Background: an optimization exercise with open tools, aiming at small area and a short achievable clock period. Do not read the settings as production practice.
Only simulation tests tie the RTL to the original design; equivalence was not proved.
Power is estimated from default activity; no workload was simulated.

## cordic_top
module cordic_top (
    input  logic clk,
    input  logic signed[15:0] angle,
    output logic signed[15:0] sin, cos
);
    CORDIC_pipelined dut_basic(
        .clk(clk),
        .angle(angle),
        .sin(sin),
        .cos(cos)
    );
endmodule
Size in the first run: about 1,000 cells after synthesis, roughly 170 flip-flops.
Settings: LEC_CHECK=0, ABC_AREA=1, CAP_MARGIN=20, CORE_MARGIN=2, CORE_UTILIZATION=45, CTS_BUF_LIST=sky130_fd_sc_hd__clkbuf_8, SETUP_SLACK_MARGIN=1.3, SLEW_MARGIN=20, TNS_END_PERCENT=0; clock period 3.3 ns.
standard.sh (not shown) runs the stock make flow with config.mk's settings and CLKGATE_MAP_FILE= SYNTH_SCRIPT=/design/flow/synth_recipe.tcl, a recipe that flattens the netlist after the stock synthesis.
==> flow/flow/run.sh <==
#!/bin/bash
# The standard layout (standard.sh: the standard flow's synthesis and ORFS flow, unchanged), except
# that the port buffers ORFS puts on every input and output are plain buffers
# (sky130_fd_sc_hd__buf_2) instead of the delay buffer buffer_ports picks by default.
set -euo pipefail
export BUFFER_PORTS_ARGS="-buffer_cell sky130_fd_sc_hd__buf_2"
bash standard.sh > standard.log 2>&1
==> next run, changes <==
==> flow/run.sh (new file) <==
#!/bin/bash
# synth_recipe.tcl (not shown) runs the flow's synth.tcl, then flattens the netlist and writes it again
# the make line also repeats each setting of config.mk as NAME=value (left out here)
make -C /OpenROAD-flow-scripts/flow DESIGN_CONFIG=/design/flow/config.mk WORK_HOME=/design/flow/orfs CLKGATE_MAP_FILE= SYNTH_SCRIPT=/design/flow/synth_recipe.tcl finish
- SETUP_SLACK_MARGIN: 1.3 -> 1.5
- TNS_END_PERCENT: 0 -> default
removed: flow/flow/run.sh
removed: flow/standard.sh
What happened: Flip-flop and latch count does not change; design area went up by about 12%; setup slack improves by 180 ps; synthesized area is unchanged; power climbs by about 12%; hold slack improves by 45 ps; global-route usage went up by 1.4 points; clock power barely changes; routed wire length increases by 11%; non-clock buffer count went up by 34; count of clock-buffer cells in the layout climbs by 2.
==> next run, changes <==
- SETUP_SLACK_MARGIN: 1.5 -> 1.3
Effect: Non-clock buffer count goes down by 31. Sequential power goes down slightly. Wire length goes down by roughly a tenth. Core utilization goes down by 4.2 points. Hold slack is about the same. Setup slack is worse by 110 ps.
==> next run, changes <==
==> flow/flow/run.sh (new file) <==
#!/bin/bash
# The standard layout (standard.sh: the standard flow's synthesis and ORFS flow, unchanged), except:
# - the port buffers ORFS puts on every input and output are plain buffers
#   (sky130_fd_sc_hd__buf_2) instead of the delay buffer buffer_ports picks by default;
# - clock tree synthesis gets ORFS's usual arguments plus -dont_use_dummy_load, so it
#   adds no load-only inverters to the clock tree.
set -euo pipefail
export BUFFER_PORTS_ARGS="-buffer_cell sky130_fd_sc_hd__buf_2"
export CTS_ARGS="-sink_clustering_enable -repair_clock_nets -buf_list sky130_fd_sc_hd__clkbuf_8 -dont_use_dummy_load"
bash standard.sh > standard.log 2>&1
==> flow/standard.sh (new file) <==
#!/bin/bash
# synth_recipe.tcl (not shown) runs the flow's synth.tcl, then flattens the netlist and writes it again
# the make line also repeats each setting of config.mk as NAME=value (left out here)
make -C /OpenROAD-flow-scripts/flow DESIGN_CONFIG=/design/flow/config.mk WORK_HOME=/design/flow/orfs CLKGATE_MAP_FILE= SYNTH_SCRIPT=/design/flow/synth_recipe.tcl "${@:-finish}"
- SETUP_SLACK_MARGIN: 1.3 -> 1.2
removed: flow/run.sh
Outcome: Final cell count drops by 1.4%. Global-route usage goes down by 0.15 points. Wire length is lower by about 1.2%. Total power decreases by about 7.5%. Cell area came out lower by about 6%. First-iteration DRC count falls by 15%. Via count goes down by about 1.2%. Clock skew increases by 6.3 ps. Combinational power went down by 4.3%. Register-to-register slack got worse by 160 ps.
==> next run, changes <==
==> flow/run.sh (new file) <==
#!/bin/bash
# synth_recipe.tcl (not shown) runs the flow's synth.tcl, then flattens the netlist and writes it again
# the make line also repeats each setting of config.mk as NAME=value (left out here)
make -C /OpenROAD-flow-scripts/flow DESIGN_CONFIG=/design/flow/config.mk WORK_HOME=/design/flow/orfs CLKGATE_MAP_FILE= SYNTH_SCRIPT=/design/flow/synth_recipe.tcl finish
- CTS_BUF_LIST: sky130_fd_sc_hd__clkbuf_8 -> default
- SETUP_SLACK_MARGIN: 1.2 -> 1.4
removed: flow/flow/run.sh
removed: flow/standard.sh
Effect:
- The changed run completed without violations
- global-route usage hardly moves
- area after synthesis stays the same
- combinational power rose by about 9%
- non-clock buffer count rose by 8
- power rose by about 16%
- synthesized cell count is unchanged
- utilization rose by 5.6 points
- register-to-register slack improves by 220 ps
- worst setup slack improves by 220 ps
- cell count rose by 1.7%
- clock-buffer cell count rose by 3

port drivers added, routing unchanged:
Ports are ideal in the flow. The routed layouts listed here were re-timed in OpenROAD.
Step 1, drivers: a clkbuf_16 drives clk and a buf_2 each remaining input, both assumed.
Step 2 also shifts input and output timing later by t, the mid clock arrival at the registers, as if the neighbouring blocks saw the same clock.
Slacks: ideal ports / drivers / drivers and shift; pairs: ideal ports / drivers.
run | t (ns) | setup slack, ns | worst hold slack (ns)
the first run | 0.500 | 1.255 / 1.255 / 1.255 | 0.287 / 0.267 / 0.329
the second run | 0.500 | 1.435 / 1.435 / 1.435 | 0.332 / 0.332 / 0.332
the third run | 0.498 | 1.327 / 1.327 / 1.327 | 0.331 / 0.331 / 0.331
the fourth run | 0.477 | 1.172 / 1.172 / 1.172 | 0.304 / 0.281 / 0.307
the fifth run | 0.473 | 1.391 / 1.391 / 1.391 | 0.323 / 0.323 / 0.323
After both steps every run listed still meets setup and hold.
